Source: an optimization exercise on an open RTL-to-GDS flow (aim: small area, a short achievable clock period and few clock cycles). Production flows keep margins and buffers that such runs may drop.
RTL that was checked went through simulation tests only; none was proved equivalent to the original.
For runs 1 and 3, only the layout was checked, not whether the RTL still works.
Power and IR drop assume default switching activity.

==> design.v <==
module mont_step #(
    parameter W = 34
) (
    input  [W-1:0] s,
    input  [W-1:0] c,
    input          ci,
    input  [1:0]   a,
    input  [32:0]  b,
    input  [31:0]  n,
    output [W-1:0] s_o,
    output [W-1:0] c_o,
    output         ci_o
);
    localparam WT = W + 3;
    wire [WT-1:0] p0 = a[0] ? {{(WT-33){1'b0}}, b} : {WT{1'b0}};
    wire [WT-1:0] p1 = a[1] ? {{(WT-33){1'b0}}, b} : {WT{1'b0}};
    wire [WT-1:0] sx = {{(WT-W){1'b0}}, s};
    wire [WT-1:0] cx = {{(WT-W){1'b0}}, c};
    wire [2:0] k0 = s[0] + c[0] + ci + p0[0];
    wire q0  = s[0] ^ c[0] ^ ci ^ p0[0];
    wire c0m = (k0 == 3'd1) | (k0 == 3'd2);      
    wire q1  = s[1] ^ c[1] ^ p0[1] ^ (q0 & n[1]) ^ c0m ^ p1[0];
    wire [WT-1:0] m0 = q0 ? {{(WT-32){1'b0}}, n} : {WT{1'b0}};
    wire [WT-1:0] m1 = q1 ? {{(WT-33){1'b0}}, n, 1'b0} : {WT{1'b0}};
    wire [WT-1:0] o2 = {p1[WT-2:0], ci};
    wire [WT-1:0] u1 = sx ^ cx ^ p0;
    wire [WT-1:0] v1 = {((sx & cx) | (sx & p0) | (cx & p0)), 1'b0};
    wire [WT-1:0] u2 = u1 ^ v1 ^ o2;
    wire [WT-1:0] v2 = {((u1 & v1) | (u1 & o2) | (v1 & o2)), 1'b0};
    wire [WT-1:0] u3 = u2 ^ v2 ^ m0;
    wire [WT-1:0] v3 = {((u2 & v2) | (u2 & m0) | (v2 & m0)), 1'b0};
    wire [WT-1:0] u4 = u3 ^ v3 ^ m1;
    wire [WT-1:0] v4 = (u3 & v3) | (u3 & m1) | (v3 & m1);
    assign s_o  = u4[W+1:2];
    assign c_o  = v4[W:1];
    assign ci_o = v4[0];
endmodule
`timescale 1ns / 1ps
module is_prime
#(
    parameter WIDTH = 32
) (
    input clk,
    input rst_n,
    input valid_i,
    output ready_i,
    input [WIDTH-1:0] number,
    output reg result,
    output valid_o,
    input ready_o
);
    localparam K  = 2;           
    localparam NC = 17;          
    localparam M  = K * NC;      
    localparam W  = 34;          
    localparam S_IDLE  = 0,
               S_CLASS = 1,
               S_SETUP = 2,      
               S_EXP   = 3,      
               S_MUL   = 4,      
               S_CONV  = 5,      
               S_DBL   = 6,      
               S_CHK   = 7,      
               S_DONE  = 8,
               S_HORN  = 9;      
    localparam NS = 10;
    localparam [1:0] OP_SQR  = 2'd0,     
                     OP_SQRC = 2'd1,     
                     OP_CHK  = 2'd3;     
    reg [NS-1:0] st;
    reg [1:0]   op;
    reg [31:0]  n;
    reg [33:0]  x;           
    reg [32:0]  ar;          
    reg [W-1:0] sr, cr;      
    reg         ci;
    reg [K-1:0] ab;          
    reg [5:0]   cnt;
    reg [4:0]   e;           
    reg [4:0]   spos;        
    reg [1:0]   base;        
    reg [1:0]   r3;
    reg [2:0]   r5, r7;
    reg [3:0]   r11, r13;
    reg [4:0]   r17, r19, r23;
    assign ready_i = st[S_IDLE];
    assign valid_o = st[S_DONE];
    wire nbit = n[e];
    wire at_s = (e == spos);
    wire any_zero = (r3 == 0) | (r5 == 0) | (r7 == 0) | (r11 == 0) |
                    (r13 == 0) | (r17 == 0) | (r19 == 0) | (r23 == 0);
    wire small_n = (n[31:9] == 0);
    reg  small_prime;
    always @(*) begin
        case (n[4:0])
            5'd3, 5'd5, 5'd7, 5'd11, 5'd13, 5'd17, 5'd19, 5'd23: small_prime = (n[31:5] == 0);
            default: small_prime = 1'b0;
        endcase
    end
    wire [32:0]  bop   = op[1] ? ar : x[32:0];
    wire         mul   = st[S_MUL];
    wire [K-1:0] abits = mul ? ab : {K{1'b0}};
    wire [W-1:0] s_in  = mul ? sr : {W{1'b0}};
    wire [W-1:0] c_in  = mul ? cr : {W{1'b0}};
    wire         ci_in = mul & ci;
    wire [W-1:0] s_nx, c_nx;
    wire         ci_nx;
    mont_step #(.W(W)) u_step (
        .s(s_in), .c(c_in), .ci(ci_in), .a(abits), .b(bop), .n(n),
        .s_o(s_nx), .c_o(c_nx), .ci_o(ci_nx)
    );
    wire [K*NC+K-1:0] xz = {{(K*NC+K-33){1'b0}}, x[32:0]};
    wire [K-1:0] ab_nx = xz[K * cnt + K +: K];
    localparam [1:0] H_DBL = 2'd0, H_ADD = 2'd1, H_RED = 2'd2;
    function [1:0] hop_of(input [1:0] b, input [3:0] k);
        begin
            hop_of = H_DBL;
            if (b == 1) begin              
                case (k)
                    4'd1, 4'd4: hop_of = H_ADD;
                    4'd2, 4'd5: hop_of = H_RED;
                    default:    hop_of = H_DBL;
                endcase
            end else begin                 
                case (k)
                    4'd1, 4'd4, 4'd7, 4'd11: hop_of = H_ADD;
                    4'd2, 4'd5, 4'd8, 4'd12: hop_of = H_RED;
                    default:                 hop_of = H_DBL;
                endcase
            end
        end
    endfunction
    wire hlast = (base == 1) ? (cnt[3:0] == 4'd5) : (cnt[3:0] == 4'd12);
    reg do_dbl, do_add, do_red, do_cx;
    reg do_sum, do_cond;              
    reg sa_x2, sa_x1, sb_n, sb_ar;    
    wire        conv = st[S_CONV];
    wire [34:0] ca   = {1'b0, sr} | (sa_x2 ? {1'b0, x[32:0], 1'b0} : 35'd0)
                                  | (sa_x1 ? {1'b0, x} : 35'd0);
    wire [34:0] cb   = {1'b0, cr} | (sb_n ? {2'b11, ~n, 1'b1} : 35'd0)
                                  | (sb_ar ? {2'b00, ar} : 35'd0);
    wire [34:0] sum  = ca + cb + {34'd0, sb_n | ci};
    wire        neg  = sum[34];
    wire [32:0] y    = sum[32:0];
    wire chk_pass = (ar == {1'b0, n[31:1], 1'b0}) | (at_s & (ar == 33'd1));
    reg [NS-1:0] st_n;
    reg [1:0] op_n;
    reg [4:0] e_n;
    reg [1:0] base_n;
    reg [5:0] cnt_n;
    reg       res_n;
    reg       setup_start;     
    task advance;
        begin
            st_n[S_MUL] = 1'b1;
            cnt_n = 0;
            if (at_s) op_n = OP_CHK;
            else begin op_n = OP_SQR; e_n = e - 1; end
        end
    endtask
    always @(*) begin
        st_n = {NS{1'b0}}; op_n = op; e_n = e; base_n = base; cnt_n = cnt + 1;
        res_n = result; setup_start = 1'b0;
        if (st[S_IDLE]) begin
            if (valid_i) st_n[S_CLASS] = 1'b1;
            else st_n[S_IDLE] = 1'b1;
        end
        if (st[S_CLASS]) begin
            if (!n[0] || n[31:1] == 0) begin
                res_n = (n == 32'd2);
                st_n[S_DONE] = 1'b1;
            end else begin
                base_n = 2'd0;
                setup_start = 1'b1;
            end
        end
        if (st[S_SETUP]) begin
            e_n = e - 1;
            if (cnt == 32 && base == 0 && (small_n || any_zero)) begin
                res_n = !any_zero | small_prime;
                st_n[S_DONE] = 1'b1;
            end else if (cnt == M - 1) begin
                e_n = 5'd31;
                st_n[S_EXP] = 1'b1;
            end else
                st_n[S_SETUP] = 1'b1;
        end
        if (st[S_EXP]) begin
            if (!nbit) begin
                e_n = e - 1;
                st_n[S_EXP] = 1'b1;
            end else
                advance;
        end
        if (st[S_DBL])
            advance;
        if (st[S_HORN]) begin
            if (hlast) advance;
            else st_n[S_HORN] = 1'b1;
        end
        if (st[S_MUL]) begin
            if (cnt == NC - 1) st_n[S_CONV] = 1'b1;
            else st_n[S_MUL] = 1'b1;
        end
        if (st[S_CONV]) begin
            cnt_n = 0;
            case (op)
                OP_SQR: begin
                    if (nbit) begin
                        if (base == 0) st_n[S_DBL] = 1'b1;
                        else begin cnt_n = 0; st_n[S_HORN] = 1'b1; end
                    end else advance;
                end
                OP_SQRC: begin op_n = OP_CHK; st_n[S_MUL] = 1'b1; end
                default: st_n[S_CHK] = 1'b1;
            endcase
        end
        if (st[S_CHK]) begin
            cnt_n = 0;
            if (chk_pass) begin
                if (base == 2) begin
                    res_n = 1'b1;
                    st_n[S_DONE] = 1'b1;
                end else begin
                    base_n = base + 1;
                    setup_start = 1'b1;
                end
            end else if (e == 1) begin
                res_n = 1'b0;
                st_n[S_DONE] = 1'b1;
            end else begin
                op_n = OP_SQRC;
                e_n  = e - 1;
                st_n[S_MUL] = 1'b1;
            end
        end
        if (st[S_DONE]) begin
            if (ready_o) st_n[S_IDLE] = 1'b1;
            else st_n[S_DONE] = 1'b1;
        end
        if (setup_start) begin
            st_n[S_SETUP] = 1'b1;
            cnt_n = 0;
            e_n   = 5'd31;
        end
    end
    reg [33:0] x_alt;
    always @(*) begin
        if (do_dbl)
            x_alt = {x[32:0], 1'b0};
        else if (setup_start)
            x_alt = st[S_CLASS] ? 34'd2 : (base == 0) ? 34'd7 : 34'd61;
        else
            x_alt = x;
    end
    wire       take_sum = do_sum | (do_cond & !neg);
    wire [33:0] x_nx = take_sum ? sum[33:0] : x_alt;
    always @(posedge clk, negedge rst_n) begin
        if (!rst_n) begin
            st     <= {{(NS-1){1'b0}}, 1'b1};
            result <= 1'b0;
        end else begin
            st     <= st_n;
            result <= res_n;
        end
    end
    always @(posedge clk) begin
        op   <= op_n;
        e    <= e_n;
        base <= base_n;
        cnt  <= cnt_n;
        if (st[S_IDLE] && valid_i)
            n <= number;
        do_dbl <= st_n[S_SETUP] | st_n[S_DBL] | (st_n[S_HORN] & (hop_of(base_n, cnt_n[3:0]) == H_DBL));
        do_add <= st_n[S_HORN] & (hop_of(base_n, cnt_n[3:0]) == H_ADD);
        do_red <= st_n[S_HORN] & (hop_of(base_n, cnt_n[3:0]) == H_RED);
        do_cx  <= st_n[S_CONV] & (op_n != OP_CHK);
        sa_x2 <= st_n[S_SETUP] | st_n[S_DBL] | (st_n[S_HORN] & (hop_of(base_n, cnt_n[3:0]) == H_DBL));
        sa_x1 <= st_n[S_HORN] & (hop_of(base_n, cnt_n[3:0]) != H_DBL);
        sb_n  <= st_n[S_SETUP] | st_n[S_DBL] | (st_n[S_HORN] & (hop_of(base_n, cnt_n[3:0]) != H_ADD));
        sb_ar <= st_n[S_HORN] & (hop_of(base_n, cnt_n[3:0]) == H_ADD);
        do_sum  <= (st_n[S_HORN] & (hop_of(base_n, cnt_n[3:0]) == H_ADD)) |
                   (st_n[S_CONV] & (op_n != OP_CHK));
        do_cond <= st_n[S_SETUP] | st_n[S_DBL] | (st_n[S_HORN] & (hop_of(base_n, cnt_n[3:0]) != H_ADD));
        ci <= ci_nx;
        sr <= s_nx;
        cr <= c_nx;
        ab <= (st_n[S_MUL] && !mul) ? x_nx[K-1:0] : ab_nx;
        x  <= x_nx;
        if (st_n[S_MUL] && op_n == OP_CHK)
            ar <= 33'd1;
        else if (st[S_CONV])
            ar <= y;
        if (st[S_SETUP] && !cnt[5] && nbit && e != 0)
            spos <= e;
        if (setup_start) begin
            r3 <= 0; r5 <= 0; r7 <= 0; r11 <= 0; r13 <= 0; r17 <= 0; r19 <= 0; r23 <= 0;
        end else begin
            r3  <= rmod3 ({r3,  nbit});
            r5  <= rmod5 ({r5,  nbit});
            r7  <= rmod7 ({r7,  nbit});
            r11 <= rmod11({r11, nbit});
            r13 <= rmod13({r13, nbit});
            r17 <= rmod17({r17, nbit});
            r19 <= rmod19({r19, nbit});
            r23 <= rmod23({r23, nbit});
        end
    end
    function [1:0] rmod3(input [2:0] t);  rmod3  = (t >= 3)  ? t - 3  : t; endfunction
    function [2:0] rmod5(input [3:0] t);  rmod5  = (t >= 5)  ? t - 5  : t; endfunction
    function [2:0] rmod7(input [3:0] t);  rmod7  = (t >= 7)  ? t - 7  : t; endfunction
    function [3:0] rmod11(input [4:0] t); rmod11 = (t >= 11) ? t - 11 : t; endfunction
    function [3:0] rmod13(input [4:0] t); rmod13 = (t >= 13) ? t - 13 : t; endfunction
    function [4:0] rmod17(input [5:0] t); rmod17 = (t >= 17) ? t - 17 : t; endfunction
    function [4:0] rmod19(input [5:0] t); rmod19 = (t >= 19) ? t - 19 : t; endfunction
    function [4:0] rmod23(input [5:0] t); rmod23 = (t >= 23) ? t - 23 : t; endfunction
endmodule
==> run.sh <==
#!/bin/bash
# synth_recipe.tcl (not shown) runs the flow's synth.tcl, then flattens the netlist and writes it again
# the make line also repeats each setting of config.mk as NAME=value (left out here)
make -C /OpenROAD-flow-scripts/flow DESIGN_CONFIG=/design/flow/config.mk WORK_HOME=/design/flow/orfs CLKGATE_MAP_FILE= SYNTH_SCRIPT=/design/flow/synth_recipe.tcl finish
==> config.mk <==
export PLATFORM = sky130hd
export DESIGN_NAME = is_prime
export DESIGN_NICKNAME = is_prime
export VERILOG_FILES = /design/flow/design.v
export SDC_FILE = /design/flow/constraint.sdc
export NUM_CORES = 4
export LEC_CHECK = 0
export ABC_CLOCK_PERIOD_IN_PS = 3000
export CAP_MARGIN = 20
export CORE_MARGIN = 2
export CORE_UTILIZATION = 60
export SETUP_SLACK_MARGIN = 1.7
export SLEW_MARGIN = 20
==> constraint.sdc <==
create_clock -name core_clock -period 5.0 [get_ports {clk}]
set_input_delay 1.0000 -clock core_clock [delete_from_list [all_inputs] [get_ports {clk}]]
set_output_delay 1.0000 -clock core_clock [all_outputs]
set_load 0.01 [all_outputs]
==> results.py, run 1 <==
metrics = {
    "place": {
        "gp_congestion": 0.947,
        "io_buffers": 38,
        "placed_cell_area_um2": 17500,
        "dp_hpwl_um": 31700,
        "dp.cells": 2119,
    },
    "clock_tree": {
        "clkTransAtPathRegs_ns": 0.06,
        "cts_tree": "built",
        "clkSinkCount": 236,
        "root_buffer": "clkbuf_16",
        "worst_skew_pair.late_latency_ns": 0.56,
        "h-tree-depth": 1,
        "cts_made_buffers": 28,
        "clockBufferDepth": 3,
        "cts_hold_buf": 0,
    },
    "yosys": {
        "ys_types": 74,
        "avgSynthCellArea_um2": 9.43,
        "ys_async_sr_fraction_pct": 4.66,
        "synth_fp_nets": 1992,
        "synth_cells": 1764,
        "synth-seq-cells": 236,
        "synth_top_area_share_pct": 18.8,
        "synth-main-ff-cell": "dfxtp_1",
        "yosys_warnings": 1,
        "synth_most_common_cell": "nand2_1",
        "ys_top_cells_by_count": "nand2_1 (203), inv_1 (161), dfxtp_1 (156)",
        "syn-cell-area_um2": 16600,
        "synth_top_area_cell": "dfxtp_1",
        "synth_edf_count": 69,
        "ys_top_cells_by_area": "dfxtp_1 (19%), fa_1 (16%), edfxtp_1 (12%), ha_1 (4.7%), nand2_1 (4.6%)",
        "seq_area_frac_synth_pct": 32.9,
    },
    "global_route": {
        "antenna_found_initial": 1,
        "grt_max_degree": 74,
        "overflow": 0,
        "grt_pass1_vias": 13600,
        "grt_pass1_wl_um": 76600,
        "track_usage_pct": 34.3,
    },
    "setup_path": {
        "worstPathRequired_ns": 5.31,
        "critPathCaptureType": "flip-flop",
        "criticalPathCategory": "reg2reg",
        "startpoint_type": "flip-flop",
        "worstPathArrival_ns": 3.88,
        "reg2reg_slack_ns": 1.43,
        "cp_max_fo": 14,
    },
    "detailed_routing": {
        "wl_per_cell_um": 22.4,
        "vias": 14200,
        "routed_via_density": 6.11,
        "wl_um": 51900,
        "drc": 0,
        "dr.first_iter.drc_count": 1359,
        "drt_pass1_iterations": 5,
        "antenna_violating_nets_post_route": 0,
    },
    "floorplan": {
        "std_cell_rows": 60,
        "die_x_um": 171,
        "initial_utilization_pct": 61.4,
        "die_area_um2": 29100,
        "core_area_um2": 27100,
        "pin_count": 39,
        "die-height_um": 171,
    },
    "hold_path": {
        "worstHoldPathType": "reg2reg",
    },
    "pwr": {
        "p_per_area_nw_per_um2": 658,
        "total_power_uw": 13900,
        "max-vdd-ir-drop_mv": 0.353,
        "p_leak_uw": 0.00877,
    },
    "finish": {
        "drive_gt1_share_pct": 24.2,
        "layout.nets": 2149,
        "fin_area_um2": 21200,
        "syn_to_final_growth_pct": 27.3,
        "instances_no_fill": 2317,
        "final_util_pct": 78.1,
    },
    "flow_run": {
        "max-cap-violations": 0,
    },
    "status": {
        "status": "complete, no violations",
    },
    "sta": {
        "fmax_mhz": 280,
        "clock-skew-final_ns": 0.0160,
        "drv_slew": 0,
        "tightest_slew_ns": 1.05,
        "rsz0062_at_grt": "yes",
        "setup_violations": 0,
        "fin_crit_ns": 3.57,
        "hold_viol_final": 0,
        "finalCritPeriodShare_pct": 71.3,
        "fin_tns_setup_ns": 0,
        "max_slew_margin_pct": 29.7,
    },
}
[timing repair]
item | in CTS | in global routing
endpoints found under the setup margin | 198 | 177
gates cloned | 13 | 5
buffers inserted | 67 | 59
gates resized for setup | 181 | 177
pin swaps | 83 | 93
[through the flow]
step / hold WS (ns) / setup WS [ns]
floorplan: 0.406 / 1.61
global placement: 0.465 / 0.791
detailed placement: 0.468 / 0.786
CTS: 0.480 / 1.55
global route: 0.495 / 1.32
finish: 0.477 / 1.43
[path summary, 6_finish.rpt]
check,start,to,depth (start not counted)
max in group asynchronous,rst_n,st[5],1
worst max register to register,do_cond,x[29],14
min in group asynchronous,rst_n,result,1
worst min-delay path,st[0],st[0],2
worst min register to register,st[0],st[0],2
worst max-delay path,do_cond,x[29],14
[final cells by class]
cell class              instances  area, um2
fillers                      1771       5930
clock inverters                 8        115
flip-flops and latches        236       5500
well taps                     372        465
repair buffers                201       2250
clock buffers                  41        811
inverters                     162        619
multi-input cells            1292      11400
diodes                          5       12.5
[flip-flops by register name, summed over array words and instances (netlist names), 6 cells and up]
signal	count
ar	33
cnt	6
cr	34
n	32
sr	34
st	10
x	34
[per-layer routing]
layer	vias to the layer above	global-route usage (%)	share of wire [%]
met5	-	0	0
met4	0	12.0	4.5
met3	175	6.22	9.4
met2	746	56.0	46
met1	6940	46.1	40
li1	6294	-	-
[kinds of logic after synthesis]
group	synth area share (%)
AND/OR/NAND/NOR	17.8
AO/OA/AOI/OAI	11.5
buffers and inverters	5.52
flip-flops	32.9
adder cells (fa/ha/maj)	20.3
multiplexers	7.47
XOR/XNOR	4.53
[placed cells by master, fill, tap and decap left out, types with 34 or more instances in the layout]
cell,count
fa_1,108
nor2_1,97
edfxtp_1,69
inv_1,144
xnor2_1,58
clkdlybuf4s50_1,38
ha_1,42
and2_1,97
o21ai_0,41
buf_4,100
a21oi_1,103
mux2i_1,47
nand2_1,191
dfxtp_1,147
clkbuf_16,34
[worst max-delay path: stages (launching register included)]
cell and delay [ns]:
dfxtp_4 0.38, clkinvlp_4 0.14, buf_8 0.17, buf_12 0.15
o21ai_0 0.23, ha_1 0.35, a21oi_1 0.19, o21ai_1 0.19
a32o_1 0.29, o21bai_2 0.19, nand2_2 0.11, buf_6 0.14
a211o_4 0.40, buf_12 0.18, a31o_2 0.19
[power by group]
part	internal (uW)	total (uW)	switching [uW]
clock network	1270	2110	840
logic	3910	8120	4210
registers	2760	3690	931
==> inputs of run 2 (changes only) <==
--- a/design.v
+++ b/design.v
@@ -86,6 +86,7 @@
     assign ready_i = st[S_IDLE];
     assign valid_o = st[S_DONE];
     wire nbit = n[e];
+    reg  nbr;                
     wire at_s = (e == spos);
     wire any_zero = (r3 == 0) | (r5 == 0) | (r7 == 0) | (r11 == 0) |
                     (r13 == 0) | (r17 == 0) | (r19 == 0) | (r23 == 0);
@@ -97,7 +98,7 @@
             default: small_prime = 1'b0;
         endcase
     end
-    wire [32:0]  bop   = op[1] ? ar : x[32:0];
+    wire [32:0]  bop   = x[32:0];
     wire         mul   = st[S_MUL];
     wire [K-1:0] abits = mul ? ab : {K{1'b0}};
     wire [W-1:0] s_in  = mul ? sr : {W{1'b0}};
@@ -176,7 +177,7 @@
         end
         if (st[S_SETUP]) begin
             e_n = e - 1;
-            if (cnt == 32 && base == 0 && (small_n || any_zero)) begin
+            if (cnt == M - 1 && base == 0 && (small_n || any_zero)) begin
                 res_n = !any_zero | small_prime;
                 st_n[S_DONE] = 1'b1;
             end else if (cnt == M - 1) begin
@@ -285,25 +286,27 @@
         ci <= ci_nx;
         sr <= s_nx;
         cr <= c_nx;
-        ab <= (st_n[S_MUL] && !mul) ? x_nx[K-1:0] : ab_nx;
+        if (st_n[S_MUL] && !mul)
+            ab <= (op_n == OP_CHK) ? {{(K-1){1'b0}}, 1'b1} : x_nx[K-1:0];
+        else
+            ab <= (op == OP_CHK) ? {K{1'b0}} : ab_nx;
         x  <= x_nx;
-        if (st_n[S_MUL] && op_n == OP_CHK)
-            ar <= 33'd1;
-        else if (st[S_CONV])
+        if (st[S_CONV])
             ar <= y;
         if (st[S_SETUP] && !cnt[5] && nbit && e != 0)
             spos <= e;
-        if (setup_start) begin
+        nbr <= nbit;
+        if (!st[S_SETUP] || cnt == 0) begin
             r3 <= 0; r5 <= 0; r7 <= 0; r11 <= 0; r13 <= 0; r17 <= 0; r19 <= 0; r23 <= 0;
         end else begin
-            r3  <= rmod3 ({r3,  nbit});
-            r5  <= rmod5 ({r5,  nbit});
-            r7  <= rmod7 ({r7,  nbit});
-            r11 <= rmod11({r11, nbit});
-            r13 <= rmod13({r13, nbit});
-            r17 <= rmod17({r17, nbit});
-            r19 <= rmod19({r19, nbit});
-            r23 <= rmod23({r23, nbit});
+            r3  <= rmod3 ({r3,  nbr});
+            r5  <= rmod5 ({r5,  nbr});
+            r7  <= rmod7 ({r7,  nbr});
+            r11 <= rmod11({r11, nbr});
+            r13 <= rmod13({r13, nbr});
+            r17 <= rmod17({r17, nbr});
+            r19 <= rmod19({r19, nbr});
+            r23 <= rmod23({r23, nbr});
         end
     end
     function [1:0] rmod3(input [2:0] t);  rmod3  = (t >= 3)  ? t - 3  : t; endfunction
--- a/config.mk
+++ b/config.mk
@@ -8,6 +8,6 @@
 export ABC_CLOCK_PERIOD_IN_PS = 3000
 export CAP_MARGIN = 20
 export CORE_MARGIN = 2
-export CORE_UTILIZATION = 60
+export CORE_UTILIZATION = 40
 export SETUP_SLACK_MARGIN = 1.7
 export SLEW_MARGIN = 20
==> run 2 against run 1 <==
Combinational power is 34% lower. Critical path type unchanged. Final cell count grew 1.8%. Synthesized cell count down 6.7%. First-iteration DRC count decreased by 3.5%. Non-clock buffer count decreased by 9. Still clean on timing, DRC and antenna. Flip-flop and latch count increased by 1. Fmax is 3.0% higher. Cell area is 1.2% lower.
==> results.py, run 2 <==
metrics = {
    "status": {
        "status": "complete, no violations",
    },
    "yosys": {
        "yosys_warnings": 1,
        "ys_top_cells_by_area": "edfxtp_1 (19%), fa_1 (16%), dfxtp_1 (15%), ha_1 (4.8%), inv_1 (4.2%)",
        "seq_area_frac_synth_pct": 35.5,
        "ys_async_sr_fraction_pct": 4.64,
        "synth_most_common_cell": "inv_1",
        "ys_top_cells_by_count": "inv_1 (185), nand2_1 (134), fa_1 (129)",
        "synth_top_area_share_pct": 18.7,
        "synth-seq-cells": 237,
        "synth_fp_nets": 1873,
        "synth-main-ff-cell": "dfxtp_1",
        "synth_top_area_cell": "edfxtp_1",
        "synth_cells": 1645,
        "syn-cell-area_um2": 16400,
        "ys_types": 76,
        "synth_edf_count": 102,
        "avgSynthCellArea_um2": 9.96,
    },
    "setup_path": {
        "critPathCaptureType": "flip-flop",
        "startpoint_type": "flip-flop",
        "criticalPathCategory": "reg2reg",
        "worstPathRequired_ns": 5.47,
        "worstPathArrival_ns": 3.93,
        "cp_max_fo": 7,
    },
    "sta": {
        "fmax_mhz": 289,
        "finalCritPeriodShare_pct": 69.3,
        "fin_crit_ns": 3.46,
        "drv_slew": 0,
        "clock-skew-final_ns": 0.0146,
        "tightest_slew_ns": 1.10,
        "rsz0062_at_grt": "yes",
        "hold_viol_final": 0,
        "max_slew_margin_pct": 26.6,
        "setup_violations": 0,
        "fin_tns_setup_ns": 0,
        "setup_slack_ns": 1.54,
    },
    "floorplan": {
        "core_area_um2": 40600,
        "die_area_um2": 42600,
        "std_cell_rows": 74,
        "initial_utilization_pct": 40.3,
        "die_x_um": 206,
        "pin_count": 39,
        "die-height_um": 206,
    },
    "clock_tree": {
        "cts_made_buffers": 29,
        "clkTransAtPathRegs_ns": 0.06,
        "worst_skew_pair.late_latency_ns": 0.57,
        "clockBufferDepth": 3,
        "cts_hold_buf": 0,
        "clkSinkCount": 237,
        "cts_tree": "built",
        "root_buffer": "clkbuf_16",
        "h-tree-depth": 1,
    },
    "place": {
        "io_buffers": 38,
        "dp_hpwl_um": 34500,
        "gp_congestion": 0.968,
        "place_ws_ns": 0.963,
    },
    "global_route": {
        "grt_max_degree": 37,
        "antenna_found_initial": 1,
        "grt_pass1_wl_um": 80300,
        "grt_pass1_vias": 13600,
        "overflow": 0,
        "track_usage_pct": 24.6,
    },
    "flow_run": {
        "max-cap-violations": 0,
    },
    "finish": {
        "mostFrequentLayoutCell": "inv_1",
        "final_util_pct": 51.4,
        "top_regs": "cr (34), sr (34), x (34)",
        "layout.nets": 2031,
        "drive_gt1_share_pct": 22.2,
        "layout_common_cells": "inv_1 (179), nand2_1 (124), fa_1 (123)",
        "syn_to_final_growth_pct": 27.6,
        "antenna_cells": 0,
    },
    "pwr": {
        "p_per_area_nw_per_um2": 512,
        "p_leak_uw": 0.00895,
        "max-vdd-ir-drop_mv": 0.279,
    },
    "detailed_routing": {
        "drc": 0,
        "wl_um": 52500,
        "wl_per_cell_um": 22.3,
        "dr.first_iter.drc_count": 1311,
        "antenna_violating_nets_post_route": 0,
        "drt_pass1_iterations": 7,
        "vias": 13600,
        "routed_via_density": 5.77,
    },
    "hold_path": {
        "worstHoldPathType": "reg2reg",
    },
}
==> run 2: through the flow <==
step                      hold slack (ns)  power, uW  cell area, um2  instances
after detailed placement            0.479       6790           17500       2173
final                               0.491      10700           20900       2358
after floorplan                     0.403       5730           16500       1645
after global routing                0.502      11200           20900       2358
after global placement              0.453       6740           17500       2173
after CTS                           0.489      10000           20000       2311
==> run 2: area by class of cell <==
type                    instances  area, um2
clock buffers                  47        926
fillers                      3547      19700
repair buffers                192       2090
multi-input cells            1156      10600
clock inverters                 7       61.3
well taps                     532        666
inverters                     187        709
flip-flops and latches        237       5850
==> run 2: worst max-delay path: stages (launching register included) <==
cell and delay [ns]:
edfxtp_1 0.39, a211o_1 0.29, fa_2 0.37, fa_2 0.36, a211oi_2 0.21, o21bai_2 0.13, a21oi_4 0.22, o2111ai_2 0.13
nand2_2 0.13, a221oi_4 0.08, a41oi_4 0.18, buf_12 0.17, buf_12 0.14, mux2_4 0.31, a31o_2 0.22
==> run 2: repair_timing <==
| item | CTS | global route |
|---|---|---|
| resized for setup | 149 | 120 |
| gates cloned | 9 | 2 |
| pin swaps | 52 | 100 |
| setup endpoints to repair | 152 | 115 |
| buffers inserted | 75 | 45 |
==> run 2: cells by family (layout without fill, tap and decap cells) <==
group           Yosys count  after routing  synth area share (%)
mux                      38             38                  3.48
flops                   237            237                  35.5
xor+xnor                 86             86                  4.60
compound gates          289            289                  12.8
fa+ha+maj               192            192                  20.6
simple gates            550            551                  17.1
buf+inv                 253            433                  5.84
==> run 2: worst paths after layout <==
kind / from / to / slack [ns] / cells after the start
setup / recovery: ar[0] / ab[1] / 1.54 / 14
hold / removal: r5[2] / r5[2] / 0.49 / 2
setup reg to reg: ar[0] / ab[1] / 1.54 / 14
hold reg to reg: r5[2] / r5[2] / 0.49 / 2
max in group asynchronous: rst_n / st[4] / 3.77 / 1
min in group asynchronous: rst_n / st[4] / 0.80 / 1
==> run 2: report_power, final <==
| part | leakage, uW | internal, uW | switching, uW |
|---|---|---|---|
| combinational | 0.00634 | 2540 | 2790 |
| clock | 0.000487 | 1310 | 885 |
| sequential | 0.00212 | 2580 | 597 |
==> run 2: metal layers <==
layer	GRT usage [%]	wire length [um]	vias up
li1	-	-	6044
met1	33.8	22000	6846
met2	39.5	24300	610
met3	3.91	4510	115
met4	8.09	1640	2
met5	0	9	-
Testbench counts of run 2, summed over its fixed seeds: cycles 36,610.
==> inputs of run 3 (changes only) <==
--- a/design.v
+++ b/design.v
@@ -62,8 +62,9 @@
                S_DBL   = 6,      
                S_CHK   = 7,      
                S_DONE  = 8,
-               S_HORN  = 9;      
-    localparam NS = 10;
+               S_HORN  = 9,      
+               S_CHKW  = 10;     
+    localparam NS = 11;
     localparam [1:0] OP_SQR  = 2'd0,     
                      OP_SQRC = 2'd1,     
                      OP_CHK  = 2'd3;     
@@ -90,12 +91,12 @@
     wire at_s = (e == spos);
     wire any_zero = (r3 == 0) | (r5 == 0) | (r7 == 0) | (r11 == 0) |
                     (r13 == 0) | (r17 == 0) | (r19 == 0) | (r23 == 0);
-    wire small_n = (n[31:9] == 0);
-    reg  small_prime;
+    reg n_le1, n_eq2, small_n, small_prime;
+    reg sp_in;
     always @(*) begin
-        case (n[4:0])
-            5'd3, 5'd5, 5'd7, 5'd11, 5'd13, 5'd17, 5'd19, 5'd23: small_prime = (n[31:5] == 0);
-            default: small_prime = 1'b0;
+        case (number[4:0])
+            5'd3, 5'd5, 5'd7, 5'd11, 5'd13, 5'd17, 5'd19, 5'd23: sp_in = (number[31:5] == 0);
+            default: sp_in = 1'b0;
         endcase
     end
     wire [32:0]  bop   = x[32:0];
@@ -143,7 +144,8 @@
     wire [34:0] sum  = ca + cb + {34'd0, sb_n | ci};
     wire        neg  = sum[34];
     wire [32:0] y    = sum[32:0];
-    wire chk_pass = (ar == {1'b0, n[31:1], 1'b0}) | (at_s & (ar == 33'd1));
+    reg  eq_m1, eq_1;        
+    wire chk_pass = eq_m1 | (at_s & eq_1);
     reg [NS-1:0] st_n;
     reg [1:0] op_n;
     reg [4:0] e_n;
@@ -167,8 +169,8 @@
             else st_n[S_IDLE] = 1'b1;
         end
         if (st[S_CLASS]) begin
-            if (!n[0] || n[31:1] == 0) begin
-                res_n = (n == 32'd2);
+            if (!n[0] || n_le1) begin
+                res_n = n_eq2;
                 st_n[S_DONE] = 1'b1;
             end else begin
                 base_n = 2'd0;
@@ -213,9 +215,11 @@
                     end else advance;
                 end
                 OP_SQRC: begin op_n = OP_CHK; st_n[S_MUL] = 1'b1; end
-                default: st_n[S_CHK] = 1'b1;
+                default: st_n[S_CHKW] = 1'b1;
             endcase
         end
+        if (st[S_CHKW])
+            st_n[S_CHK] = 1'b1;
         if (st[S_CHK]) begin
             cnt_n = 0;
             if (chk_pass) begin
@@ -270,8 +274,15 @@
         e    <= e_n;
         base <= base_n;
         cnt  <= cnt_n;
-        if (st[S_IDLE] && valid_i)
+        if (st[S_IDLE] && valid_i) begin
             n <= number;
+            n_le1 <= (number[31:1] == 0);
+            n_eq2 <= (number == 32'd2);
+            small_n <= (number[31:9] == 0);
+            small_prime <= sp_in;
+        end
+        eq_m1 <= (ar == {1'b0, n[31:1], 1'b0});
+        eq_1  <= (ar == 33'd1);
         do_dbl <= st_n[S_SETUP] | st_n[S_DBL] | (st_n[S_HORN] & (hop_of(base_n, cnt_n[3:0]) == H_DBL));
         do_add <= st_n[S_HORN] & (hop_of(base_n, cnt_n[3:0]) == H_ADD);
         do_red <= st_n[S_HORN] & (hop_of(base_n, cnt_n[3:0]) == H_RED);
==> run 3 against run 2 <==
Clock skew rose by 0.0082 ns. Flip-flop and latch count grew 7. Area after synthesis grew 3.2%. Synthesized cell count up 3.7%. Final cell count rose by 1.4%. Critical path depth rose by 4. Die area is 3.1% higher. Worst setup slack got worse by 0.43 ns. Fmax decreased by 11%. Worst hold slack worse by 0.14 ns. Sequential power shrank 3%. Sequential share of layout area increased by 1.4 points.
==> results.py, run 3 <==
metrics = {
    "yosys": {
        "ys_types": 80,
        "muxShareOfSynthArea_pct": 3.93,
        "syn-cell-area_um2": 16900,
        "synth_compound_area_share_pct": 14.0,
        "ys_top_cells_by_count": "inv_1 (180), nand2_1 (170), fa_1 (129)",
        "yosys_warnings": 1,
        "synth_adder_area_share_pct": 19.9,
        "ys_async_sr_fraction_pct": 4.92,
        "synth_top_family_by_area": "adder cells",
        "synth-seq-cells": 244,
        "synth_top_area_cell": "edfxtp_1",
        "synth_fp_nets": 1934,
        "synth_top_area_share_pct": 18.8,
        "ys_top_cells_by_area": "edfxtp_1 (19%), fa_1 (15%), dfxtp_1 (15%), ha_1 (4.7%), inv_1 (4.0%)",
        "avgSynthCellArea_um2": 9.91,
        "synth_cells": 1706,
        "seq_area_frac_synth_pct": 35.5,
        "synth_edf_count": 106,
        "synth_xor_xnor_area_share_pct": 4.30,
        "synth_most_common_cell": "inv_1",
        "yosys.area_share.simple_pct": 16.5,
        "synth-main-ff-cell": "dfxtp_1",
    },
    "clock_tree": {
        "cts_hold_buf": 0,
        "cts_tree": "built",
        "clkTransAtPathRegs_ns": 0.06,
        "h-tree-depth": 1,
        "root_buffer": "clkbuf_16",
        "worst_skew_pair.late_latency_ns": 0.59,
        "cts_made_buffers": 30,
        "clockBufferDepth": 3,
        "clkSinkCount": 244,
    },
    "detailed_routing": {
        "drt_pass1_iterations": 5,
        "antenna_violating_nets_post_route": 0,
        "wl_um": 53400,
        "vias": 13800,
        "wl_per_cell_um": 22.3,
        "drc": 0,
        "dr.first_iter.drc_count": 1235,
        "routed_via_density": 5.75,
    },
    "sta": {
        "fin_tns_setup_ns": 0,
        "finalCritPeriodShare_pct": 77.9,
        "hold_viol_final": 0,
        "drv_slew": 0,
        "tightest_slew_ns": 1.07,
        "rsz0062_at_grt": "yes",
        "max_slew_margin_pct": 28.3,
        "clock-skew-final_ns": 0.0228,
        "fmax_mhz": 257,
        "fin_crit_ns": 3.90,
        "setup_violations": 0,
    },
    "floorplan": {
        "std_cell_rows": 75,
        "core_area_um2": 41900,
        "die_x_um": 210,
        "die_area_um2": 43900,
        "initial_utilization_pct": 40.4,
        "die-height_um": 210,
        "pin_count": 39,
    },
    "setup_path": {
        "startpoint_type": "flip-flop",
        "crit_chain": "mux4_2 > mux2i_4 > a22oi_2 > nand2_2 > clkinv_4 > a21oi_4 > nand3_4 > ha_4 > or2_4 > mux2i_1 > mux4_2 > o211ai_1 > o311ai_1 > o21bai_1 > buf_4 > buf_6 > a221oi_2 > o21ai_1",
        "criticalPathCategory": "reg2reg",
        "slowest_delay_ns": 0.52,
        "critPathCaptureType": "flip-flop",
        "worstPathRequired_ns": 5.51,
        "crit_top_cell": "mux4_2",
        "cp_max_fo": 3,
        "cp_slowest_cell": "mux4_2",
        "worstPathArrival_ns": 4.41,
    },
    "hold_path": {
        "worstHoldPathType": "reg2reg",
    },
    "finish": {
        "instances_no_fill": 2391,
        "multi_input_comb_area_um2": 10600,
        "syn_to_final_growth_pct": 21.2,
        "drive_gt1_share_pct": 16.6,
        "top_regs": "cr (34), sr (34), x (34)",
        "mostFrequentLayoutCell": "inv_1",
        "seqCellArea_um2": 6030,
        "layout_common_cells": "inv_1 (180), nand2_1 (165), fa_1 (127)",
        "fillers": 3828,
        "antenna_cells": 0,
        "layout.nets": 2056,
    },
    "global_route": {
        "grt_pass1_wl_um": 82500,
        "grt_max_degree": 55,
        "antenna_found_initial": 0,
        "grt_pass1_vias": 13800,
        "overflow": 0,
        "track_usage_pct": 24.5,
    },
    "pwr": {
        "p_leak_uw": 0.00889,
        "total_power_uw": 9400,
        "max-vdd-ir-drop_mv": 0.327,
        "p_per_area_nw_per_um2": 459,
    },
    "place": {
        "dp.cells": 2254,
        "dp_hpwl_um": 36800,
        "gp_congestion": 0.937,
        "io_buffers": 38,
    },
    "status": {
        "status": "complete, no violations",
    },
    "flow_run": {
        "max-cap-violations": 0,
    },
}
[run 3: cell type report]
type                            count  area share, %
Tap cell                          539           3.29
Timing Repair Buffer              155           7.38
Sequential cell                   244           29.4
Clock inverter                     10          0.336
Clock buffer                       46           4.59
Multi-Input combinational cell   1215           51.6
Inverter                          182           3.36
[run 3: what timing repair did]
item	CTS	global route
setup buffers	57	17
pin swaps	32	32
cloned	7	0
gates resized for setup	80	61
endpoints found under the setup margin	149	139
[run 3: path summary, 6_finish.rpt]
check | slack [ns] | endpoint | depth (start not counted) | start
min | 0.35 | st[7] | 0 | st[10]
max | 1.10 | do_cond | 18 | n[19]
max reg2reg | 1.10 | do_cond | 18 | n[19]
max in group asynchronous | 3.73 | st[4] | 1 | rst_n
min in group asynchronous | 0.80 | st[6] | 1 | rst_n
min reg2reg | 0.35 | st[7] | 0 | st[10]
[run 3: worst max-delay path, delay by kind of cell (launching register included)]
family,cells,cell delay [ns]
flops,1,0.49
compound gates,7,1.02
simple gates,3,0.33
buf+inv,3,0.31
fa+ha+maj,1,0.32
mux,4,1.35
[run 3: cells by family after synthesis]
group | Yosys count
simple gates | 561
compound gates | 326
buf+inv | 252
fa+ha+maj | 192
flops | 244
mux | 48
xor+xnor | 83
[run 3: per-stage QoR]
step	hold WS [ns]	cell area (um2)	setup WS, ns	util [%]
2_1_floorplan	0.331	17100	1.16	-
3_3_place_gp	0.333	18100	0.438	43.2
3_5_place_dp	0.346	18100	0.367	43.2
4_1_cts	0.354	20100	1.09	48.0
5_1_grt	0.369	20500	0.962	48.9
6_report	0.353	20500	1.10	48.9
[run 3: power by group]
group          switching [uW]  leakage (uW)  internal [uW]
combinational            2290       0.00622           1810
sequential                512       0.00217           2560
clock                     922      0.000500           1300
total                    3730       0.00889           5670
[run 3: metal layers]
layer / GRT usage, % / wire length [um] / share of wire [%]
met5: 0 / 0 / 0
met4: 6.97 / 1840 / 3.5
met3: 4.79 / 4730 / 8.9
met2: 38.6 / 23500 / 44
met1: 34.5 / 23300 / 44
==> inputs of run 4 (changes only) <==
--- a/design.v
+++ b/design.v
@@ -88,6 +88,7 @@
     assign valid_o = st[S_DONE];
     wire nbit = n[e];
     reg  nbr;                
+    reg [4:0] tpos;          
     wire at_s = (e == spos);
     wire any_zero = (r3 == 0) | (r5 == 0) | (r7 == 0) | (r11 == 0) |
                     (r13 == 0) | (r17 == 0) | (r19 == 0) | (r23 == 0);
@@ -101,10 +102,10 @@
     end
     wire [32:0]  bop   = x[32:0];
     wire         mul   = st[S_MUL];
-    wire [K-1:0] abits = mul ? ab : {K{1'b0}};
-    wire [W-1:0] s_in  = mul ? sr : {W{1'b0}};
-    wire [W-1:0] c_in  = mul ? cr : {W{1'b0}};
-    wire         ci_in = mul & ci;
+    wire [K-1:0] abits = ab;
+    wire [W-1:0] s_in  = sr;
+    wire [W-1:0] c_in  = cr;
+    wire         ci_in = ci;
     wire [W-1:0] s_nx, c_nx;
     wire         ci_nx;
     mont_step #(.W(W)) u_step (
@@ -183,18 +184,13 @@
                 res_n = !any_zero | small_prime;
                 st_n[S_DONE] = 1'b1;
             end else if (cnt == M - 1) begin
-                e_n = 5'd31;
+                e_n = tpos;
                 st_n[S_EXP] = 1'b1;
             end else
                 st_n[S_SETUP] = 1'b1;
         end
-        if (st[S_EXP]) begin
-            if (!nbit) begin
-                e_n = e - 1;
-                st_n[S_EXP] = 1'b1;
-            end else
-                advance;
-        end
+        if (st[S_EXP])       
+            advance;
         if (st[S_DBL])
             advance;
         if (st[S_HORN]) begin
@@ -209,7 +205,7 @@
             cnt_n = 0;
             case (op)
                 OP_SQR: begin
-                    if (nbit) begin
+                    if (nbr) begin       
                         if (base == 0) st_n[S_DBL] = 1'b1;
                         else begin cnt_n = 0; st_n[S_HORN] = 1'b1; end
                     end else advance;
@@ -294,9 +290,9 @@
         do_sum  <= (st_n[S_HORN] & (hop_of(base_n, cnt_n[3:0]) == H_ADD)) |
                    (st_n[S_CONV] & (op_n != OP_CHK));
         do_cond <= st_n[S_SETUP] | st_n[S_DBL] | (st_n[S_HORN] & (hop_of(base_n, cnt_n[3:0]) != H_ADD));
-        ci <= ci_nx;
-        sr <= s_nx;
-        cr <= c_nx;
+        ci <= mul & ci_nx;
+        sr <= mul ? s_nx : {W{1'b0}};
+        cr <= mul ? c_nx : {W{1'b0}};
         if (st_n[S_MUL] && !mul)
             ab <= (op_n == OP_CHK) ? {{(K-1){1'b0}}, 1'b1} : x_nx[K-1:0];
         else
@@ -306,6 +302,10 @@
             ar <= y;
         if (st[S_SETUP] && !cnt[5] && nbit && e != 0)
             spos <= e;
+        if (setup_start)
+            tpos <= 5'd0;
+        else if (st[S_SETUP] && !cnt[5] && nbit && tpos == 0)
+            tpos <= e;
         nbr <= nbit;
         if (!st[S_SETUP] || cnt == 0) begin
             r3 <= 0; r5 <= 0; r7 <= 0; r11 <= 0; r13 <= 0; r17 <= 0; r19 <= 0; r23 <= 0;
==> run 4 against run 3 <==
Critical path type unchanged. Critical path depth decreased by 8. Worst setup slack improved by 0.42 ns. Still clean. Total power increased by 3.3%. Largest cell class unchanged. First-iteration DRC count decreased by 9.4%.
==> results.py, run 4 <==
metrics = {
    "sta": {
        "finalCritPeriodShare_pct": 69.4,
        "max_slew_margin_pct": 26.7,
        "hold_viol_final": 0,
        "rsz0062_at_grt": "yes",
        "clock-skew-final_ns": 0.0185,
        "fmax_mhz": 288,
        "fin_tns_setup_ns": 0,
        "fin_crit_ns": 3.47,
        "drv_slew": 0,
        "tightest_slew_ns": 1.10,
        "setup_violations": 0,
    },
    "finish": {
        "top_regs": "cr (34), sr (34), x (34)",
        "seqCellArea_um2": 6130,
        "fillers": 3777,
        "mostFrequentLayoutCell": "inv_1",
        "drive_gt1_share_pct": 15.8,
        "final_util_pct": 49.0,
        "layout.nets": 2011,
        "antenna_cells": 0,
        "fin_area_um2": 20000,
        "layout_common_cells": "inv_1 (185), nand2_1 (179), and2_1 (141)",
        "syn_to_final_growth_pct": 20.6,
        "multi_input_comb_area_um2": 10200,
    },
    "floorplan": {
        "initial_utilization_pct": 40.6,
        "die-height_um": 208,
        "die_area_um2": 43200,
        "std_cell_rows": 74,
        "pin_count": 39,
        "die_x_um": 208,
        "core_area_um2": 40900,
    },
    "pwr": {
        "p_per_area_nw_per_um2": 484,
        "total_power_uw": 9710,
        "p_leak_uw": 0.00851,
        "max-vdd-ir-drop_mv": 0.331,
    },
    "detailed_routing": {
        "routed_via_density": 5.51,
        "drt_pass1_iterations": 7,
        "vias": 12900,
        "wl_um": 46700,
        "drc": 0,
        "dr.first_iter.drc_count": 1119,
        "wl_per_cell_um": 19.9,
        "antenna_violating_nets_post_route": 0,
    },
    "yosys": {
        "ys_types": 75,
        "synth_top_area_share_pct": 19.2,
        "synth-main-ff-cell": "dfxtp_1",
        "ys_top_cells_by_count": "nand2_1 (200), inv_1 (187), and2_1 (142)",
        "yosys_warnings": 1,
        "synth_edf_count": 106,
        "ys_top_cells_by_area": "edfxtp_1 (19%), dfxtp_1 (16%), fa_1 (16%), and2_1 (5.3%), ha_1 (4.7%)",
        "syn-cell-area_um2": 16600,
        "synth_cells": 1672,
        "avgSynthCellArea_um2": 9.94,
        "synth_top_area_cell": "edfxtp_1",
        "synth-seq-cells": 249,
        "synth_most_common_cell": "nand2_1",
        "synth_fp_nets": 1900,
        "seq_area_frac_synth_pct": 36.8,
        "ys_async_sr_fraction_pct": 4.82,
    },
    "clock_tree": {
        "clkSinkCount": 249,
        "clkTransAtPathRegs_ns": 0.07,
        "root_buffer": "clkbuf_16",
        "cts_tree": "built",
        "h-tree-depth": 1,
        "clockBufferDepth": 3,
        "cts_made_buffers": 31,
        "worst_skew_pair.late_latency_ns": 0.59,
    },
    "setup_path": {
        "worstPathRequired_ns": 5.31,
        "critPathCaptureType": "flip-flop",
        "worstPathArrival_ns": 3.78,
        "criticalPathCategory": "reg2reg",
        "startpoint_type": "flip-flop",
        "cp_max_fo": 8,
    },
    "status": {
        "status": "complete, no violations",
    },
    "flow_run": {
        "max-cap-violations": 0,
    },
    "place": {
        "dp_hpwl_um": 32100,
        "io_buffers": 38,
        "placed_cell_area_um2": 17600,
        "gp_congestion": 0.909,
    },
    "global_route": {
        "overflow": 0,
        "met2_usage_pct": 34.9,
        "grt_pass1_wl_um": 72600,
        "use_met1_pct": 29.3,
        "track_usage_pct": 21.2,
        "grt_pass1_vias": 12700,
        "grt_use_met3_pct": 3.16,
        "antenna_found_initial": 0,
        "grt_max_degree": 72,
        "top_usage_layer": "met2",
    },
    "hold_path": {
        "worstHoldPathType": "reg2reg",
    },
}
[run 4: stage by stage]
| step | setup WS, ns | instances | hold WS [ns] |
|---|---|---|---|
| floorplan | 1.60 | 1672 | 0.331 |
| global placement | 1.17 | 2200 | 0.334 |
| detailed placement | 1.09 | 2200 | 0.336 |
| CTS | 1.55 | 2309 | 0.359 |
| global route | 1.47 | 2340 | 0.370 |
| finish | 1.53 | 2340 | 0.355 |
[run 4: layout make-up]
type / instances / share of cell area (%)
well taps: 532 / 3.32
repair buffers: 136 / 6.85
multi-input cells: 1177 / 50.7
flip-flops and latches: 249 / 30.6
inverters: 188 / 3.52
clock buffers: 45 / 4.54
clock inverters: 13 / 0.468
[run 4: path summary, 6_finish.rpt]
| path | depth (start not counted) | to | slack, ns | from |
|---|---|---|---|---|
| min reg2reg | 0 | st[7] | 0.35 | st[10] |
| min in group asynchronous | 1 | st[1] | 0.78 | rst_n |
| min | 0 | st[7] | 0.35 | st[10] |
| max | 10 | x[31] | 1.53 | do_cond |
| max in group asynchronous | 1 | st[4] | 3.80 | rst_n |
| max reg2reg | 10 | x[31] | 1.53 | do_cond |
[run 4: critical path: stages, from the launching register on]
cell     delay [ns]
dfxtp_4        0.40
buf_8          0.16
a221o_1        0.38
ha_4           0.18
or4_4          0.52
a31o_1         0.25
a311o_1        0.39
a21oi_4        0.17
o31ai_4        0.11
buf_4          0.17
or3_4          0.47
[run 4: logic make-up after synthesis]
kind of cell / synth area share, %
fa+ha+maj: 20.3
mux: 3.66
xor+xnor: 4.59
simple gates: 16.7
flops: 36.8
compound gates: 12.3
buf+inv: 5.70
[run 4: power breakdown]
| part | total, uW | leakage (uW) | internal (uW) | switching (uW) |
|---|---|---|---|---|
| clock network | 2220 | 0.000498 | 1310 | 909 |
| registers | 3150 | 0.00222 | 2650 | 500 |
| logic | 4340 | 0.00579 | 1890 | 2450 |
[run 4: timing repair]
| action | in CTS | in global routing |
|---|---|---|
| setup buffers | 48 | 25 |
| hold endpoints to repair | 0 | 0 |
| hold buffers | 0 | 0 |
| pin swaps | 23 | 30 |
| cloned | 3 | 6 |
| setup endpoints to repair | 138 | 116 |
| gates resized for setup | 61 | 105 |
[run 4: metal layers]
layer  share of wire [%]  up-vias
li1                    -     5926
met1                  43     6420
met2                  46      453
met3                 7.4      100
met4                 3.0        0
met5                   0        -
Testbench counts of run 4, summed over its fixed seeds: cycles 36,633.
==> inputs of run 5 (changes only) <==
--- a/config.mk
+++ b/config.mk
@@ -9,5 +9,5 @@
 export CAP_MARGIN = 20
 export CORE_MARGIN = 2
 export CORE_UTILIZATION = 40
-export SETUP_SLACK_MARGIN = 1.7
+export SETUP_SLACK_MARGIN = 1.3
 export SLEW_MARGIN = 20
==> run 5 against run 4 <==
Clock power increased by 2%. Worst hold slack about the same. Clock skew decreased by 0.0060 ns. Area after synthesis did not move. Register-to-register slack worse by 0.14 ns. Total power fell by 6.4%. Utilization shrank 3.0 points. Cell area down 6.2%. Combinational power decreased by 15%.
==> results.py, run 5 <==
metrics = {
    "status": {
        "status": "complete, no violations",
    },
    "sta": {
        "fmax_mhz": 277,
        "drv_slew": 0,
        "clock-skew-final_ns": 0.0124,
        "finalCritPeriodShare_pct": 72.3,
        "tightest_slew_ns": 1.04,
        "max_slew_margin_pct": 29.5,
        "fin_tns_setup_ns": 0,
        "setup_violations": 0,
        "rsz0062_at_grt": "yes",
        "fin_crit_ns": 3.62,
        "holdWs_ns": 0.355,
        "hold_viol_final": 0,
    },
    "global_route": {
        "track_usage_pct": 20.6,
        "grt_pass1_wl_um": 70400,
        "grt_pass1_vias": 12600,
        "overflow": 0,
        "antenna_found_initial": 0,
        "grt_max_degree": 72,
    },
    "setup_path": {
        "slowest_delay_ns": 0.52,
        "startpoint_type": "flip-flop",
        "crit_chain": "buf_6 > a221o_1 > ha_1 > or4_1 > a31o_1 > a311o_1 > a21oi_4 > o31ai_4 > or3_4",
        "cp-endpoint": "x[29]",
        "rr_worst_depth": 9,
        "critPathCaptureType": "flip-flop",
        "cp_slowest_cell": "or4_1",
        "crit_start": "sb_ar",
        "r2r-end": "x[29]",
        "cp_max_fo": 19,
        "reg2reg_slack_ns": 1.38,
        "worstPathArrival_ns": 3.90,
        "worstPathRequired_ns": 5.28,
        "criticalPathCategory": "reg2reg",
        "r2r_start": "sb_ar",
    },
    "finish": {
        "top_regs": "cr (34), sr (34), x (34)",
        "mostFrequentLayoutCell": "nand2_1",
        "drive_gt1_share_pct": 8.07,
        "antenna_cells": 0,
        "layout_common_cells": "nand2_1 (200), inv_1 (187), and2_1 (141)",
        "syn_to_final_growth_pct": 13.1,
        "layout.nets": 1939,
    },
    "yosys": {
        "synth_edf_count": 106,
        "synth_top_area_cell": "edfxtp_1",
        "ys_top_cells_by_area": "edfxtp_1 (19%), dfxtp_1 (16%), fa_1 (16%), and2_1 (5.3%), ha_1 (4.7%)",
        "yosys_warnings": 1,
        "ys_top_cells_by_count": "nand2_1 (200), inv_1 (187), and2_1 (142)",
        "synth_most_common_cell": "nand2_1",
        "synth-seq-cells": 249,
        "synth_cells": 1672,
        "synth-main-ff-cell": "dfxtp_1",
        "seq_area_frac_synth_pct": 36.8,
        "avgSynthCellArea_um2": 9.94,
        "synth_top_area_share_pct": 19.2,
        "syn-cell-area_um2": 16600,
        "ys_types": 75,
        "synth_fp_nets": 1900,
        "ys_async_sr_fraction_pct": 4.82,
    },
    "clock_tree": {
        "cts_tree": "built",
        "worst_skew_pair.late_latency_ns": 0.57,
        "clockBufferDepth": 3,
        "h-tree-depth": 1,
        "cts_hold_buf": 0,
        "cts_made_buffers": 29,
        "root_buffer": "clkbuf_16",
        "clkTransAtPathRegs_ns": 0.06,
        "clkSinkCount": 249,
    },
    "detailed_routing": {
        "dr.first_iter.drc_count": 1013,
        "drc": 0,
        "wl_um": 43700,
        "antenna_violating_nets_post_route": 0,
        "wl_per_cell_um": 19.3,
        "drt_pass1_iterations": 5,
        "routed_via_density": 5.44,
        "vias": 12300,
    },
    "floorplan": {
        "die_area_um2": 43200,
        "die_x_um": 208,
        "pin_count": 39,
        "std_cell_rows": 74,
        "initial_utilization_pct": 40.6,
        "core_area_um2": 40900,
        "die-height_um": 208,
    },
    "pwr": {
        "total_power_uw": 9090,
        "p_leak_uw": 0.00793,
        "max-vdd-ir-drop_mv": 0.277,
        "p_per_area_nw_per_um2": 484,
    },
    "hold_path": {
        "hp-start": "st[10]",
        "worstHoldPathType": "reg2reg",
    },
    "place": {
        "io_buffers": 38,
        "dp_hpwl_um": 32400,
        "gp_congestion": 0.895,
    },
    "flow_run": {
        "max-cap-violations": 0,
    },
}
## run 5: area by class of cell
class | instances | area [um2]
clock buffer | 37 | 817
clock inverter | 17 | 199
fill | 3910 | 22100
inverter | 188 | 706
multi-input combinational | 1177 | 9670
sequential | 249 | 6120
tap | 532 | 666
timing repair buffer | 66 | 618
## run 5: cells by family (layout without fill, tap and decap cells)
| kind of cell | after synthesis | in the layout | share of synthesized area (%) |
|---|---|---|---|
| flops | 249 | 249 | 36.8 |
| xor+xnor | 87 | 87 | 4.59 |
| compound gates | 302 | 302 | 12.3 |
| fa+ha+maj | 193 | 193 | 20.3 |
| mux | 36 | 36 | 3.66 |
| simple gates | 557 | 559 | 16.7 |
| buf+inv | 248 | 308 | 5.70 |
## run 5: report_power, final
part	switching (uW)	internal (uW)
logic	2170	1520
registers	488	2650
clock network	904	1360
## run 5: through the flow
step | utilization (%) | instances | worst slack [ns] | cell area [um2]
after global routing | 45.9 | 2266 | 1.26 | 18800
after CTS | 45.7 | 2260 | 1.28 | 18700
after detailed placement | 43.0 | 2203 | 0.916 | 17600
after floorplan | - | 1672 | 1.31 | 16600
after global placement | 43.0 | 2203 | 1.02 | 17600
final | 45.9 | 2266 | 1.38 | 18800
## run 5: per-layer routing
| layer | wire (um) | GRT usage (%) | vias to the layer above |
|---|---|---|---|
| met2 | 20200 | 33.4 | 361 |
| met1 | 19200 | 28.1 | 6136 |
| met5 | 0 | 0 | - |
| met3 | 2880 | 3.51 | 78 |
| li1 | - | - | 5758 |
| met4 | 1350 | 6.24 | 0 |
## run 5: what timing repair did
| item | 4_1_cts | 5_1_grt |
|---|---|---|
| setup buffers | 2 | 5 |
| pin swaps | 3 | 9 |
| setup endpoints to repair | 97 | 90 |
| gates cloned | 1 | 1 |
| resized for setup | 12 | 18 |
## run 5: critical path: cells and delay by family, from the launching register on
family	cells	cell delay (ns)
AOI/OAI and AO/OA	5	1.27
adders and majority gates	1	0.38
buffers and inverters	1	0.20
DFF	1	0.42
and+or+nand+nor	2	1.03
## run 5: worst min-delay path by stage
stage	cells after the start	slack [ns]	to
after detailed placement	0	0.36	st[7]
after floorplan	0	0.33	st[7]
after CTS	0	0.36	st[7]
after global placement	0	0.33	st[7]
final	0	0.35	st[7]
after global routing	0	0.37	st[7]

[static timing again, ports no longer ideal]
How much do the figures lean on ideal ports? The routed layouts below were timed once more, with nothing changed but the port constraints. Step 1, drivers: a clkbuf_16 drives clk and a buf_2 each remaining input, both assumed. Step 2, shift: input delay + t, output delay - t, t = (earliest + latest rising clock arrival at the registers) / 2. This alone moves slack from input paths to output paths. Slacks: ideal ports / drivers / drivers and shift; pairs: ideal ports / drivers.
run | t (ns) | setup slack, ns | hold slack, ns | worst setup path at the end | clock arrival spread, ns
run 1 | 0.606 | 1.434 / 1.434 / 1.434 | 0.477 / 0.477 / 0.477 | register to register | 0.016 / 0.016
run 2 | 0.623 | 1.537 / 1.537 / 1.537 | 0.491 / 0.491 / 0.491 | register to register | 0.015 / 0.014
run 3 | 0.633 | 1.105 / 1.105 / 1.105 | 0.353 / 0.353 / 0.353 | register to register | 0.023 / 0.023
run 4 | 0.629 | 1.528 / 1.528 / 1.424 | 0.355 / 0.355 / 0.355 | input to register | 0.019 / 0.019
run 5 | 0.615 | 1.384 / 1.384 / 1.384 | 0.355 / 0.355 / 0.355 | register to register | 0.012 / 0.013
After both steps every run listed still meets setup and hold. For run 4, which loses most, drivers alone change the setup slack by 0.000 ns; drivers and shift together by -0.104 ns.
